Source: an optimization exercise on an open RTL-to-GDS flow (aim: small area and a short achievable clock period). Production flows keep margins and buffers that such runs may drop. No functional check of the RTL was part of any run shown here. Power figures rest on the tool's default switching activity, not on a simulated workload.

==> design/flow/design.v <==
module mult_top(
    input clk,
    input  [15:0] x,
    input  [15:0] y,
    output [31:0] p_out
    );
    localparam M = 10;
    wire [15:0] yv;
    wire x11, one0, two0, neg0, negp0, one1, two1, neg1, negp1, s10, s9, s8, s0;
    wire [12:0] oa;
    lobo_pre pre(.x(x), .y(y), .yv(yv), .x11(x11),
        .one0(one0), .two0(two0), .neg0(neg0), .negp0(negp0),
        .one1(one1), .two1(two1), .neg1(neg1), .negp1(negp1),
        .s10(s10), .s9(s9), .s8(s8), .s0(s0), .oa(oa));
    reg [15:0] Y_vec;    
    reg [8:0]  B_vec;    
    reg [3:0]  S_vec;    
    reg [12:0] A_vec;    
    always @(posedge clk)
    begin
        Y_vec <= yv;
        B_vec <= {x11, one0, two0, neg0, negp0, one1, two1, neg1, negp1};
        S_vec <= {s10, s9, s8, s0};
        A_vec <= oa;
    end
    wire [11:0] pl;
    wire [M:0] lo;
    wire [19-M:0] hi;
    lobo_sum sum(.yv(Y_vec), .x11(B_vec[8]),
        .one0(B_vec[7]), .two0(B_vec[6]), .neg0(B_vec[5]), .negp0(B_vec[4]),
        .one1(B_vec[3]), .two1(B_vec[2]), .neg1(B_vec[1]), .negp1(B_vec[0]),
        .s10(S_vec[3]), .s9(S_vec[2]), .s8(S_vec[1]), .s0(S_vec[0]),
        .oa(A_vec), .pl(pl), .lo(lo), .hi(hi));
    reg [11+M:0] L_vec;   
    reg          C_vec;   
    reg [19-M:0] H_vec;   
    always @(posedge clk)
    begin
        L_vec <= {lo[M-1:0], pl};
        C_vec <= lo[M];
        H_vec <= hi;
    end
    assign p_out[11+M:0] = L_vec;
    lobo_inc inc(.hi(H_vec), .c(C_vec), .p(p_out[31:12+M]));
endmodule
module lobo_pre(
    input  [15:0] x,
    input  [15:0] y,
    output [15:0] yv,           
    output x11,
    output one0, two0, neg0, negp0, one1, two1, neg1, negp1,
    output s10, s9, s8, s0,
    output [12:0] oa            
    );
    assign x11 = x[11];
    assign yv = y ^ {16{x11}};
    assign one0 = x[12] ^ x[11];
    assign two0 = ~one0 & (x[13] ^ x[12]);
    assign neg0 = x[13];
    assign one1 = x[14] ^ x[13];
    assign two1 = ~one1 & (x[15] ^ x[14]);
    assign neg1 = x[15];
    assign negp0 = neg0 ^ (x11 & (one0 | two0));
    assign negp1 = neg1 ^ (x11 & (one1 | two1));
    wire [10:0] a = x[10:0] ^ {11{x11}};
    assign s10 = a[10];
    assign s9  = ~a[10] & a[9];
    assign s8  = ~a[10] & ~a[9] & a[8];
    assign s0  = ~a[10] & ~a[9] & ~a[8] & (|a[7:0]);
    wire [9:0] x20 = {a[9] & a[10], a[8] & (a[10] | a[9]), a[7:1], a[0] & (a[10] | a[9] | a[8])};
    wire ps = x11 ^ y[15];
    wire [2:0] ya = y[14:12] ^ {3{y[15]}};
    wire k2 = ya[2];
    wire k1 = ~ya[2] & ya[1];
    wire k0 = ~ya[2] & ~ya[1] & ya[0];
    wire [12:0] ov = {{3{ps}}, x20 ^ {10{ps}}};
    assign oa = ({13{k2}} & (ov << 2)) | ({13{k1}} & (ov << 1)) | ({13{k0}} & ov);
endmodule
module lobo_sum(
    input  [15:0] yv,
    input  x11,
    input  one0, two0, neg0, negp0, one1, two1, neg1, negp1,
    input  s10, s9, s8, s0,
    input  [12:0] oa,
    output [11:0] pl,           
    output [10:0] lo,           
    output [9:0] hi            
    );
    assign pl[0] = (s0 & yv[0]);
    assign pl[1] = (s0 & yv[1]);
    assign pl[2] = (s0 & yv[2]);
    assign pl[3] = (s0 & yv[3]);
    assign pl[4] = (s0 & yv[4]);
    assign pl[5] = (s0 & yv[5]);
    assign pl[6] = (s0 & yv[6]);
    assign pl[7] = (s0 & yv[7]);
    assign pl[8] = (s0 & yv[8]) | (s8 & yv[0]);
    assign pl[9] = (s0 & yv[9]) | (s8 & yv[1]) | (s9 & yv[0]);
    assign pl[10] = (s0 & yv[10]) | (s8 & yv[2]) | (s9 & yv[1]) | (s10 & yv[0]);
    assign pl[11] = (s0 & yv[11]) | (s8 & yv[3]) | (s9 & yv[2]) | (s10 & yv[1]);
    wire c0 = neg0 ^ oa[0] ^ ((s10 & yv[2]) | (s9 & yv[3]) | (s8 & yv[4]) | (s0 & yv[12]));
    wire c1 = (neg0 & oa[0]) | (((s10 & yv[2]) | (s9 & yv[3]) | (s8 & yv[4]) | (s0 & yv[12])) & (neg0 ^ oa[0]));
    wire c2 = oa[1] ^ ((s10 & yv[3]) | (s9 & yv[4]) | (s8 & yv[5]) | (s0 & yv[13])) ^ (((one0 & yv[1]) | (two0 & yv[0])) ^ negp0);
    wire c3 = (oa[1] & ((s10 & yv[3]) | (s9 & yv[4]) | (s8 & yv[5]) | (s0 & yv[13]))) | ((((one0 & yv[1]) | (two0 & yv[0])) ^ negp0) & (oa[1] ^ ((s10 & yv[3]) | (s9 & yv[4]) | (s8 & yv[5]) | (s0 & yv[13]))));
    wire c4 = neg1 ^ oa[2] ^ ((s10 & yv[4]) | (s9 & yv[5]) | (s8 & yv[6]) | (s0 & yv[14]));
    wire c5 = (neg1 & oa[2]) | (((s10 & yv[4]) | (s9 & yv[5]) | (s8 & yv[6]) | (s0 & yv[14])) & (neg1 ^ oa[2]));
    wire c6 = (((one0 & yv[2]) | (two0 & yv[1])) ^ negp0) ^ (((one1 & yv[0]) | (two1 & x11)) ^ negp1) ^ c4;
    wire c7 = ((((one0 & yv[2]) | (two0 & yv[1])) ^ negp0) & (((one1 & yv[0]) | (two1 & x11)) ^ negp1)) | (c4 & ((((one0 & yv[2]) | (two0 & yv[1])) ^ negp0) ^ (((one1 & yv[0]) | (two1 & x11)) ^ negp1)));
    wire c8 = oa[3] ^ ((s10 & yv[5]) | (s9 & yv[6]) | (s8 & yv[7]) | (s0 & yv[15])) ^ (((one0 & yv[3]) | (two0 & yv[2])) ^ negp0);
    wire c9 = (oa[3] & ((s10 & yv[5]) | (s9 & yv[6]) | (s8 & yv[7]) | (s0 & yv[15]))) | ((((one0 & yv[3]) | (two0 & yv[2])) ^ negp0) & (oa[3] ^ ((s10 & yv[5]) | (s9 & yv[6]) | (s8 & yv[7]) | (s0 & yv[15]))));
    wire c10 = (((one1 & yv[1]) | (two1 & yv[0])) ^ negp1) ^ c5 ^ c8;
    wire c11 = ((((one1 & yv[1]) | (two1 & yv[0])) ^ negp1) & c5) | (c8 & ((((one1 & yv[1]) | (two1 & yv[0])) ^ negp1) ^ c5));
    wire c12 = oa[4] ^ ((s10 & yv[6]) | (s9 & yv[7]) | (s8 & yv[8]) | (s0 & yv[15])) ^ (((one0 & yv[4]) | (two0 & yv[3])) ^ negp0);
    wire c13 = (oa[4] & ((s10 & yv[6]) | (s9 & yv[7]) | (s8 & yv[8]) | (s0 & yv[15]))) | ((((one0 & yv[4]) | (two0 & yv[3])) ^ negp0) & (oa[4] ^ ((s10 & yv[6]) | (s9 & yv[7]) | (s8 & yv[8]) | (s0 & yv[15]))));
    wire c14 = (((one1 & yv[2]) | (two1 & yv[1])) ^ negp1) ^ c9 ^ c12;
    wire c15 = ((((one1 & yv[2]) | (two1 & yv[1])) ^ negp1) & c9) | (c12 & ((((one1 & yv[2]) | (two1 & yv[1])) ^ negp1) ^ c9));
    wire c16 = oa[5] ^ ((s10 & yv[7]) | (s9 & yv[8]) | (s8 & yv[9]) | (s0 & yv[15])) ^ (((one0 & yv[5]) | (two0 & yv[4])) ^ negp0);
    wire c17 = (oa[5] & ((s10 & yv[7]) | (s9 & yv[8]) | (s8 & yv[9]) | (s0 & yv[15]))) | ((((one0 & yv[5]) | (two0 & yv[4])) ^ negp0) & (oa[5] ^ ((s10 & yv[7]) | (s9 & yv[8]) | (s8 & yv[9]) | (s0 & yv[15]))));
    wire c18 = (((one1 & yv[3]) | (two1 & yv[2])) ^ negp1) ^ c13 ^ c16;
    wire c19 = ((((one1 & yv[3]) | (two1 & yv[2])) ^ negp1) & c13) | (c16 & ((((one1 & yv[3]) | (two1 & yv[2])) ^ negp1) ^ c13));
    wire c20 = oa[6] ^ ((s10 & yv[8]) | (s9 & yv[9]) | (s8 & yv[10]) | (s0 & yv[15])) ^ (((one0 & yv[6]) | (two0 & yv[5])) ^ negp0);
    wire c21 = (oa[6] & ((s10 & yv[8]) | (s9 & yv[9]) | (s8 & yv[10]) | (s0 & yv[15]))) | ((((one0 & yv[6]) | (two0 & yv[5])) ^ negp0) & (oa[6] ^ ((s10 & yv[8]) | (s9 & yv[9]) | (s8 & yv[10]) | (s0 & yv[15]))));
    wire c22 = (((one1 & yv[4]) | (two1 & yv[3])) ^ negp1) ^ c17 ^ c20;
    wire c23 = ((((one1 & yv[4]) | (two1 & yv[3])) ^ negp1) & c17) | (c20 & ((((one1 & yv[4]) | (two1 & yv[3])) ^ negp1) ^ c17));
    wire c24 = oa[7] ^ ((s10 & yv[9]) | (s9 & yv[10]) | (s8 & yv[11]) | (s0 & yv[15])) ^ (((one0 & yv[7]) | (two0 & yv[6])) ^ negp0);
    wire c25 = (oa[7] & ((s10 & yv[9]) | (s9 & yv[10]) | (s8 & yv[11]) | (s0 & yv[15]))) | ((((one0 & yv[7]) | (two0 & yv[6])) ^ negp0) & (oa[7] ^ ((s10 & yv[9]) | (s9 & yv[10]) | (s8 & yv[11]) | (s0 & yv[15]))));
    wire c26 = (((one1 & yv[5]) | (two1 & yv[4])) ^ negp1) ^ c21 ^ c24;
    wire c27 = ((((one1 & yv[5]) | (two1 & yv[4])) ^ negp1) & c21) | (c24 & ((((one1 & yv[5]) | (two1 & yv[4])) ^ negp1) ^ c21));
    wire c28 = oa[8] ^ ((s10 & yv[10]) | (s9 & yv[11]) | (s8 & yv[12]) | (s0 & yv[15])) ^ (((one0 & yv[8]) | (two0 & yv[7])) ^ negp0);
    wire c29 = (oa[8] & ((s10 & yv[10]) | (s9 & yv[11]) | (s8 & yv[12]) | (s0 & yv[15]))) | ((((one0 & yv[8]) | (two0 & yv[7])) ^ negp0) & (oa[8] ^ ((s10 & yv[10]) | (s9 & yv[11]) | (s8 & yv[12]) | (s0 & yv[15]))));
    wire c30 = (((one1 & yv[6]) | (two1 & yv[5])) ^ negp1) ^ c25 ^ c28;
    wire c31 = ((((one1 & yv[6]) | (two1 & yv[5])) ^ negp1) & c25) | (c28 & ((((one1 & yv[6]) | (two1 & yv[5])) ^ negp1) ^ c25));
    wire c32 = oa[9] ^ ((s10 & yv[11]) | (s9 & yv[12]) | (s8 & yv[13]) | (s0 & yv[15])) ^ (((one0 & yv[9]) | (two0 & yv[8])) ^ negp0);
    wire c33 = (oa[9] & ((s10 & yv[11]) | (s9 & yv[12]) | (s8 & yv[13]) | (s0 & yv[15]))) | ((((one0 & yv[9]) | (two0 & yv[8])) ^ negp0) & (oa[9] ^ ((s10 & yv[11]) | (s9 & yv[12]) | (s8 & yv[13]) | (s0 & yv[15]))));
    wire c34 = (((one1 & yv[7]) | (two1 & yv[6])) ^ negp1) ^ c29 ^ c32;
    wire c35 = ((((one1 & yv[7]) | (two1 & yv[6])) ^ negp1) & c29) | (c32 & ((((one1 & yv[7]) | (two1 & yv[6])) ^ negp1) ^ c29));
    wire c36 = oa[10] ^ ((s10 & yv[12]) | (s9 & yv[13]) | (s8 & yv[14]) | (s0 & yv[15])) ^ (((one0 & yv[10]) | (two0 & yv[9])) ^ negp0);
    wire c37 = (oa[10] & ((s10 & yv[12]) | (s9 & yv[13]) | (s8 & yv[14]) | (s0 & yv[15]))) | ((((one0 & yv[10]) | (two0 & yv[9])) ^ negp0) & (oa[10] ^ ((s10 & yv[12]) | (s9 & yv[13]) | (s8 & yv[14]) | (s0 & yv[15]))));
    wire c38 = (((one1 & yv[8]) | (two1 & yv[7])) ^ negp1) ^ c33 ^ c36;
    wire c39 = ((((one1 & yv[8]) | (two1 & yv[7])) ^ negp1) & c33) | (c36 & ((((one1 & yv[8]) | (two1 & yv[7])) ^ negp1) ^ c33));
    wire c40 = oa[11] ^ ((s10 & yv[13]) | (s9 & yv[14]) | (s8 & yv[15]) | (s0 & yv[15])) ^ (((one0 & yv[11]) | (two0 & yv[10])) ^ negp0);
    wire c41 = (oa[11] & ((s10 & yv[13]) | (s9 & yv[14]) | (s8 & yv[15]) | (s0 & yv[15]))) | ((((one0 & yv[11]) | (two0 & yv[10])) ^ negp0) & (oa[11] ^ ((s10 & yv[13]) | (s9 & yv[14]) | (s8 & yv[15]) | (s0 & yv[15]))));
    wire c42 = (((one1 & yv[9]) | (two1 & yv[8])) ^ negp1) ^ c37 ^ c40;
    wire c43 = ((((one1 & yv[9]) | (two1 & yv[8])) ^ negp1) & c37) | (c40 & ((((one1 & yv[9]) | (two1 & yv[8])) ^ negp1) ^ c37));
    wire c44 = oa[12] ^ ((s10 & yv[14]) | (s9 & yv[15]) | (s8 & yv[15]) | (s0 & yv[15])) ^ (((one0 & yv[12]) | (two0 & yv[11])) ^ negp0);
    wire c45 = (oa[12] & ((s10 & yv[14]) | (s9 & yv[15]) | (s8 & yv[15]) | (s0 & yv[15]))) | ((((one0 & yv[12]) | (two0 & yv[11])) ^ negp0) & (oa[12] ^ ((s10 & yv[14]) | (s9 & yv[15]) | (s8 & yv[15]) | (s0 & yv[15]))));
    wire c46 = (((one1 & yv[10]) | (two1 & yv[9])) ^ negp1) ^ c41 ^ c44;
    wire c47 = ((((one1 & yv[10]) | (two1 & yv[9])) ^ negp1) & c41) | (c44 & ((((one1 & yv[10]) | (two1 & yv[9])) ^ negp1) ^ c41));
    wire c48 = ~oa[12] ^ ~((s10 | s9 | s8 | s0) & yv[15]) ^ (((one0 & yv[13]) | (two0 & yv[12])) ^ negp0);
    wire c49 = (~oa[12] & ~((s10 | s9 | s8 | s0) & yv[15])) | ((((one0 & yv[13]) | (two0 & yv[12])) ^ negp0) & (~oa[12] ^ ~((s10 | s9 | s8 | s0) & yv[15])));
    wire c50 = (((one1 & yv[11]) | (two1 & yv[10])) ^ negp1) ^ c45 ^ c48;
    wire c51 = ((((one1 & yv[11]) | (two1 & yv[10])) ^ negp1) & c45) | (c48 & ((((one1 & yv[11]) | (two1 & yv[10])) ^ negp1) ^ c45));
    wire c52 = ~((((one0 & yv[14]) | (two0 & yv[13])) ^ negp0) ^ (((one1 & yv[12]) | (two1 & yv[11])) ^ negp1));
    wire c53 = (((one0 & yv[14]) | (two0 & yv[13])) ^ negp0) | (((one1 & yv[12]) | (two1 & yv[11])) ^ negp1);
    wire c54 = c52 ^ c49 ^ c51;
    wire c55 = (c52 & c49) | (c51 & (c52 ^ c49));
    wire c56 = ~((((one0 & yv[15]) | (two0 & yv[14])) ^ negp0) ^ (((one1 & yv[13]) | (two1 & yv[12])) ^ negp1));
    wire c57 = (((one0 & yv[15]) | (two0 & yv[14])) ^ negp0) | (((one1 & yv[13]) | (two1 & yv[12])) ^ negp1);
    wire c58 = c53 ^ c56 ^ c55;
    wire c59 = (c53 & c56) | (c55 & (c53 ^ c56));
    wire c60 = ~(((one0 & yv[15]) | (two0 & yv[15])) ^ negp0) ^ (((one1 & yv[14]) | (two1 & yv[13])) ^ negp1) ^ c57;
    wire c61 = (~(((one0 & yv[15]) | (two0 & yv[15])) ^ negp0) & (((one1 & yv[14]) | (two1 & yv[13])) ^ negp1)) | (c57 & (~(((one0 & yv[15]) | (two0 & yv[15])) ^ negp0) ^ (((one1 & yv[14]) | (two1 & yv[13])) ^ negp1)));
    wire c62 = ~((((one1 & yv[15]) | (two1 & yv[14])) ^ negp1) ^ c61);
    wire c63 = (((one1 & yv[15]) | (two1 & yv[14])) ^ negp1) | c61;
    wire [19:0] ra = {1'b1, ~(((one1 & yv[15]) | (two1 & yv[15])) ^ negp1), c62, c59, c58, c54, c47, c43, c39, c35, c31, c27, c23, c19, c15, c11, c7, c3, c1, (((one0 & yv[0]) | (two0 & x11)) ^ negp0)};
    wire [19:0] rb = {1'b0, c63, 1'b0, c60, 1'b0, 1'b0, c50, c46, c42, c38, c34, c30, c26, c22, c18, c14, c10, c6, c2, c0};
    assign lo = {1'b0, ra[9:0]} + {1'b0, rb[9:0]};
    assign hi = ra[19:10] + rb[19:10];
endmodule
module lobo_inc(
    input  [9:0] hi,
    input  c,
    output [9:0] p
    );
    assign p = hi + c;
endmodule
module LOBOq2_12bit_1C_v2(
    input [15:0] x,
    input [15:0] y,
    output [31:0] p
    );
    wire [15:0] yv;
    wire x11, one0, two0, neg0, negp0, one1, two1, neg1, negp1, s10, s9, s8, s0;
    wire [12:0] oa;
    wire [10:0] lo;
    wire [9:0] hi;
    lobo_pre pre(.x(x), .y(y), .yv(yv), .x11(x11),
        .one0(one0), .two0(two0), .neg0(neg0), .negp0(negp0),
        .one1(one1), .two1(two1), .neg1(neg1), .negp1(negp1),
        .s10(s10), .s9(s9), .s8(s8), .s0(s0), .oa(oa));
    lobo_sum sum(.yv(yv), .x11(x11),
        .one0(one0), .two0(two0), .neg0(neg0), .negp0(negp0),
        .one1(one1), .two1(two1), .neg1(neg1), .negp1(negp1),
        .s10(s10), .s9(s9), .s8(s8), .s0(s0), .oa(oa),
        .pl(p[11:0]), .lo(lo), .hi(hi));
    assign p[21:12] = lo[9:0];
    lobo_inc inc(.hi(hi), .c(lo[10]), .p(p[31:22]));
endmodule
==> design/flow/run.sh <==
#!/bin/bash
# synth_recipe.tcl (not shown) runs the flow's synth.tcl, then flattens the netlist and writes it again
# the make line also repeats each setting of config.mk as NAME=value (left out here)
make -C /OpenROAD-flow-scripts/flow DESIGN_CONFIG=/design/flow/config.mk WORK_HOME=/design/flow/orfs CLKGATE_MAP_FILE= SYNTH_SCRIPT=/design/flow/synth_recipe.tcl finish
==> design/flow/config.mk <==
export PLATFORM = sky130hd
export DESIGN_NAME = mult_top
export DESIGN_NICKNAME = mult_top
export VERILOG_FILES = /design/flow/design.v
export SDC_FILE = /design/flow/constraint.sdc
export NUM_CORES = 4
export LEC_CHECK = 0
export ABC_AREA = 1
export CAP_MARGIN = 20
export CORE_MARGIN = 2
export CORE_UTILIZATION = 40
export SETUP_SLACK_MARGIN = 1.5
export SLEW_MARGIN = 20
==> design/flow/constraint.sdc <==
create_clock -name core_clock -period 5.2 [get_ports {clk}]
set_input_delay 1.0400 -clock core_clock [delete_from_list [all_inputs] [get_ports {clk}]]
set_output_delay 1.0400 -clock core_clock [all_outputs]
set_load 0.01 [all_outputs]
==> results of run 1 <==
-- cell families (layout without fill, tap and decap cells) --
| logic type | count (synthesis) | after routing |
|---|---|---|
| buf+inv | 130 | 194 |
| compound gates | 94 | 94 |
| xor+xnor | 78 | 78 |
| flops | 75 | 75 |
| simple gates | 197 | 197 |
| fa+ha+maj | 52 | 52 |
-- cells in the final DEF (no fill, tap or decap), drive strengths merged, types with 9 or more instances in the layout --
cell type and count:
o22ai 38, ha 21, fa 31, nand2 129, nor2 24, nand3 35
dfxtp 75, xnor2 17, inv 114, a21oi 17, clkbuf 9, o21ai 23
xor2 61, clkdlybuf4s50 64
-- flip-flops by register name, indices dropped and copies added (netlist names) --
signal / count
S_vec: 4
Y_vec: 16
H_vec: 10
C_vec: 1
L_vec: 22
A_vec: 13
B_vec: 9
-- worst paths after layout --
kind	startpoint	end
hold / removal	Y_vec[1]	L_vec[1]
setup / recovery	B_vec[4]	H_vec[7]
hold reg to reg	Y_vec[1]	L_vec[1]
setup reg to reg	B_vec[4]	H_vec[7]
-- routing by layer --
metal,up-vias,GRT usage [%],share of wire [%]
met1,1893,24.1,47
met2,98,30.5,46
met3,18,2.21,3.3
li1,2118,-,-
met5,-,0,0
met4,0,9.72,3.5
-- worst register-to-register path, stage by stage (launching register included) --
cell	delay, ns
dfxtp_1	0.64
inv_2	0.24
xor2_1	0.24
fa_1	0.45
fa_1	0.41
fa_1	0.37
inv_1	0.08
fa_1	0.47
nand2_1	0.12
inv_1	0.05
a31oi_1	0.16
nand2_1	0.09
nand2_1	0.06
nand2_1	0.04
-- power by group through the flow --
stage	clock (W)	combinational [W]	sequential [W]
3_3_place_gp	0	0.00185	0.000815
3_5_place_dp	0	0.00188	0.000820
6_report	0.000645	0.00187	0.000805
5_1_grt	0.000679	0.00213	0.000821
4_1_cts	0.000659	0.00189	0.000807
2_1_floorplan	0	0.00133	0.000821
-- per-stage QoR --
step / cell area (um^2) / instances / hold slack, ns
4_1_cts: 6030 / 858 / 0.457
6_report: 6030 / 858 / 0.454
3_3_place_gp: 5730 / 842 / 0.439
2_1_floorplan: 4950 / 626 / 0.413
3_5_place_dp: 5730 / 842 / 0.448
5_1_grt: 6030 / 858 / 0.472
-- final cells by class --
class / count / area, um^2
fill: 1186 / 6030
multi-input combinational: 421 / 2940
sequential: 75 / 1500
timing repair buffer: 66 / 656
inverter: 112 / 420
clock buffer: 9 / 225
tap: 168 / 210
clock inverter: 7 / 82.6
==> flow_summary_export.csv, run 1 <==
group,metric,value,unit
sta,hold_viol_final,0,
placement,hpwl,9720,um
synthesis,synth_common_cells,"nand2_1, inv_1, dfxtp_1",
finish,diodes,0,
pwr,p_switching,0.00137,W
detailed_routing,vias,4127,
sta,relSlewSlack,47.2,%
synthesis,synth.top_cell.area_share,30.3,%
pwr,p_clk_share,19.4,%
sta,rsz0062_at_grt,"no",
hold_path,hold_depth,2,
placement,io_buffers,64,
worst_setup_path,rr_worst_depth,13,
synthesis,synth_largest_area_cell,"dfxtp_1",
sta,worst_slew_pin_slew,0.789,ns
pwr,power.density,549,mW/mm^2
synthesis,synth_most_common_cell,"nand2_1",
placement,place.gp.congestion,0.902,
detailed_routing,first_iter_violations,307,
synthesis,synthFlopType,"dfxtp_1",
cts,post_cts_buffers,0,
pwr,p_seq_share,24.3,%
synthesis,synth-edff-count,0,
worst_setup_path,end_kind,"flop",
finish,postLayoutCoreUtil,50.0,%
cts,clk_latency,0.34,ns
pwr,p_int,0.00195,W
synthesis,ys_types,30,
die,die_x,115,um
synthesis,synth-simple-area-share,16.2,%
synthesis,synth_area,0.00495,mm^2
sta,period_share,67.4,%
worst_setup_path,crit_family,"adder cells",
cts,ctsLongestPathBuffers,2,
worst_setup_path,r2r_setup_slack,1.69,ns
detailed_routing,drtAntennaViolNets,0,
pwr,peakVddDrop,0.000175,V
sta,fmax,285,MHz
cts,cts_resized,0,
sta,tns,0,ns
pwr,p_comb_share,56.3,%
global_routing,grt_antenna_before_repair,0,
synthesis,synth_top_family_by_area,"adder cells",
worst_setup_path,cp_cell_sequence,"inv_2 -> xor2_1 -> fa_1 -> fa_1 -> fa_1 -> inv_1 -> fa_1 -> nand2_1 -> inv_1 -> a31oi_1 -> nand2_1 -> nand2_1 -> nand2_1",
die,start_util,41.0,%
detailed_routing,drt-vias-per-instance,4.81,
finish,syn2layout_area_growth,21.9,%
worst_setup_path,cp.depth,13,
placement,pre_cts_ws,1.67,ns
synthesis,synth.avg_cell_area,7.90,um^2
sta,min_period,3.51,ns
synthesis,syn-num-nets,711,
global_routing,grt-ovfl-total,0,
synthesis,synth_adder_area_share,17.9,%
sta,finClkSkew,0.00570,ns
cts,ctsHoldBuffers,0,
synthesis,async_flop_share,0,%
cts,cts_tree,"yes",
sta,final.setup.worst_slack,1.69,ns
pwr,swShare,41.3,%
global_routing,grt_pass1_wl,19100,um
worst_setup_path,cp_data_arrival_time,3.75,ns
synthesis,synth_compound_area_share,11.5,%
detailed_routing,drcViolationCount,0,
hold_path,hold_class,"reg -> reg",
worst_setup_path,crit_required,5.44,ns
synthesis,ys_seq_area_share,30.3,%
sta,slew_violations,0,
cts,cts_root_buf,"clkbuf_16",
detailed_routing,firstDrtPassIters,7,
worst_setup_path,cpMaxStageDelayCell,"dfxtp_1",
cts,path_clk_slew,0.06,ns
die,die_area,0.0133,mm^2
cts,clock-sinks,75,
die,core_area,0.0121,mm^2
cts,htreeDepth,3,
cts,numCtsBuffers,9,
worst_setup_path,critical_path_buf_inv_count,3,
detailed_routing,routedWlPerCell,13.7,um
worst_setup_path,start_kind,"flop",
synthesis,synthXorXnorAreaFrac,13.8,%
worst_setup_path,cpPeakStageDelay,0.64,ns
global_routing,grt_max_degree,23,
finish,drive_above_1_share,3.48,%
synthesis,syn_inst,626,
detailed_routing,routed_wl,11800,um
synthesis,synth.area.mux_share,0,%
synthesis,yosys-top-cells-area,"dfxtp_1, fa_1, xor2_1",
finish,nets,770,
worst_setup_path,cp_max_fo,9,
global_routing,grt_pass1_vias,3957,
die,ioPinCount,65,
run_status,outcome,"complete, no violations",
die,rows,40,
pwr,leakage,2.90,nW
worst_setup_path,crit_type,"reg -> reg",
global_routing,grt_usage,18.6,%
synthesis,ys.warnings.count,1,
flow_run,drv_cap,0,
sta,final-setup-viol-count,0,
synthesis,ys_seq_elements,75,
pwr,total_power,0.00332,W
die,die_h,115,um
==> inputs of run 2 (changes only) <==
==> design/flow/flow/run.sh (new file) <==
#!/bin/bash
# Standard layout, with the smallest buffer (buf_1) on every input and output port.
set -euo pipefail
export BUFFER_PORTS_ARGS="-buffer_cell sky130_fd_sc_hd__buf_1"
bash standard.sh > standard.log 2>&1
==> design/flow/standard.sh (new file) <==
#!/bin/bash
# synth_recipe.tcl (not shown) runs the flow's synth.tcl, then flattens the netlist and writes it again
# the make line also repeats each setting of config.mk as NAME=value (left out here)
make -C /OpenROAD-flow-scripts/flow DESIGN_CONFIG=/design/flow/config.mk WORK_HOME=/design/flow/orfs CLKGATE_MAP_FILE= SYNTH_SCRIPT=/design/flow/synth_recipe.tcl "${@:-finish}"
removed: design/flow/run.sh
==> flow_summary_export.csv, run 2 <==
group,metric,value,unit
synthesis,synth_area,0.00495,mm^2
detailed_routing,routed_wl,11500,um
detailed_routing,drcViolationCount,0,
sta,rsz0062_at_grt,"no",
finish,regMostFlops,"L_vec",
pwr,power.density,557,mW/mm^2
sta,tns,0,ns
worst_setup_path,rr_startpoint,"B_vec[4]",
worst_setup_path,crit_required,5.44,ns
cts,ctsLongestPathBuffers,2,
finish,multi_input_area,0.00294,mm^2
die,die_h,115,um
finish,nFillCells,1233,
worst_setup_path,cp_data_arrival_time,3.70,ns
cts,clock-sinks,75,
sta,final-setup-viol-count,0,
worst_setup_path,cp-endpoint,"H_vec[7]",
finish,final_common_cell,"nand2_1",
global_routing,grt_max_degree,33,
die,core_area,0.0121,mm^2
die,ioPinCount,65,
worst_setup_path,rr_worst_depth,13,
finish,syn2layout_area_growth,15.0,%
die,start_util,41.0,%
finish,fin_cells,865,
worst_setup_path,crit_type,"reg -> reg",
pwr,peakVddDrop,0.000199,V
pwr,leakage,2.76,nW
placement,io_buffers,64,
synthesis,synth_largest_area_cell,"dfxtp_1",
sta,worst_slew_pin_slew,0.827,ns
sta,slew_violations,0,
global_routing,grt_usage,17.8,%
sta,relSlewSlack,44.8,%
placement,place.gp.congestion,0.950,
cts,cts_tree,"yes",
sta,finClkSkew,0.0127,ns
placement,dp_cells,841,
synthesis,synth-edff-count,0,
placement,dpl-instance-area,0.00532,mm^2
die,rows,40,
worst_setup_path,rr_endpoint,"H_vec[7]",
finish,final-seq-area,0.00150,mm^2
worst_setup_path,cp_max_fo,9,
sta,min_period,3.47,ns
global_routing,grt-ovfl-total,0,
synthesis,synth.avg_cell_area,7.90,um^2
finish,reg_top3,"L_vec (22), Y_vec (16), A_vec (13)",
synthesis,synthFlopType,"dfxtp_1",
synthesis,synth_most_common_cell,"nand2_1",
cts,htreeDepth,3,
synthesis,ys_seq_area_share,30.3,%
synthesis,yosys-top-cells-area,"dfxtp_1, fa_1, xor2_1",
worst_setup_path,start_kind,"flop",
detailed_routing,first_iter_violations,235,
cts,path_clk_slew,0.06,ns
detailed_routing,routedWlPerCell,13.3,um
sta,fmax,288,MHz
finish,drive_above_1_share,4.73,%
synthesis,synth_common_cells,"nand2_1, inv_1, dfxtp_1",
cts,clk_latency,0.34,ns
finish,fin_area,0.00569,mm^2
finish,final_cell_mix,"nand2_1, inv_1, dfxtp_1",
global_routing,grt_antenna_before_repair,0,
detailed_routing,drt-vias-per-instance,4.71,
sta,hold_viol_final,0,
detailed_routing,firstDrtPassIters,5,
cts,cts_root_buf,"clkbuf_16",
sta,period_share,66.7,%
global_routing,grt_pass1_vias,3736,
synthesis,syn_inst,626,
worst_setup_path,crit_start,"B_vec[4]",
flow_run,drv_cap,0,
detailed_routing,vias,4074,
cts,numCtsBuffers,9,
worst_setup_path,r2r_setup_slack,1.73,ns
synthesis,ys_types,30,
hold_path,hold_class,"reg -> reg",
die,die_area,0.0133,mm^2
synthesis,ys.warnings.count,1,
worst_setup_path,end_kind,"flop",
synthesis,ys_seq_elements,75,
run_status,outcome,"complete, no violations",
synthesis,async_flop_share,0,%
finish,largest_reg_flops,22,
placement,hpwl,9290,um
global_routing,grt_pass1_wl,18500,um
synthesis,synth.top_cell.area_share,30.3,%
finish,nets,777,
synthesis,syn-num-nets,711,
die,die_x,115,um
finish,diodes,0,
detailed_routing,drtAntennaViolNets,0,
run 2: cell counts after synthesis:
No cell type changed its count.
run 2: worst min-delay path by stage:
stage	endpoint	start	slack, ns	cells past startpoint
6_report	L_vec[1]	Y_vec[1]	0.45	2
5_1_grt	L_vec[1]	Y_vec[1]	0.47	2
4_1_cts	L_vec[1]	Y_vec[1]	0.45	2
3_5_place_dp	L_vec[1]	Y_vec[1]	0.44	2
3_3_place_gp	L_vec[1]	Y_vec[1]	0.43	2
2_1_floorplan	L_vec[1]	Y_vec[1]	0.41	2
run 2: power by group:
part | internal, W | leakage, nW | switching, W | total (W)
logic | 0.000699 | 1.99 | 0.00103 | 0.00173
clock network | 0.000379 | 0.145 | 0.000260 | 0.000639
registers | 0.000733 | 0.629 | 0.0000695 | 0.000803
total | 0.00181 | 2.76 | 0.00136 | 0.00317
run 2: stage by stage:
step                worst slack [ns]  hold WS [ns]  util [%]  total power (W)
finish                          1.73         0.446      47.2          0.00317
global route                    1.51         0.472      47.2          0.00348
CTS                             1.68         0.454      46.6          0.00320
detailed placement              1.70         0.445      44.1          0.00255
global placement                1.77         0.435      44.1          0.00252
floorplan                       1.91         0.413         -          0.00215
run 2: cells by family (layout without fill, tap and decap cells):
family          Yosys count  after routing  share of synthesized area, %
flops                    75             75                          30.3
fa+ha+maj                52             52                          17.9
xor+xnor                 78             78                          13.8
simple gates            197            197                          16.2
buf+inv                 130            201                          10.3
compound gates           94             94                          11.5
run 2: repair_timing:
item	CTS	global route
resized for setup	0	2
hold buffers	0	0
hold endpoints to repair	0	0
endpoints found under the setup margin	0	4
setup buffers	0	8
run 2: cell type report:
type                       instances  share of cell area [%]
sequential                        75                    26.4
multi-input combinational        421                    51.6
timing repair buffer              73                    5.43
clock inverter                     7                    1.45
clock buffer                       9                    3.96
inverter                         112                    7.45
tap                              168                    3.69
run 2: worst max-delay path: stages (launching register included):
cell,delay (ns)
dfxtp_1,0.60
inv_2,0.22
xor2_1,0.24
fa_1,0.46
fa_1,0.40
fa_1,0.37
inv_1,0.08
fa_1,0.46
nand2_1,0.12
inv_1,0.06
a31oi_1,0.16
nand2_1,0.09
nand2_1,0.06
nand2_1,0.04
run 2: layer usage:
metal | vias to the layer above | track usage [%] | share of wire, %
li1 | 2126 | - | -
met1 | 1812 | 24.1 | 46
met2 | 125 | 29.4 | 48
met3 | 11 | 2.58 | 4.8
met4 | 0 | 5.94 | 1.5
met5 | - | 0 | 0

[port drivers added, routing unchanged]
The flow's constraints put no driver on any port. The routed layouts listed below were extracted and timed again, unchanged, in two steps.
Step 1 sets driving cells, clkbuf_16 on the clock port and buf_2 on the other inputs (assumed; they add their load-dependent delay and slew).
Step 2 times the ports against the registers' clock, not the clock port: input delays grow and output delays shrink by t, the midpoint of the rising clock arrivals with the driver on.
a / b / c = ideal / step 1 / step 2; a / b = the first two.
| run | t, ns | slack for setup (ns) | worst setup path at the end | slew at the worst register clock pin (ns) |
|---|---|---|---|---|
| run 1 | 0.373 | 1.695 / 1.695 / 1.695 | register to register | 0.06 / 0.06 |
| run 2 | 0.373 | 1.731 / 1.731 / 1.731 | register to register | 0.07 / 0.07 |
After both steps setup and hold are still met in every run listed.
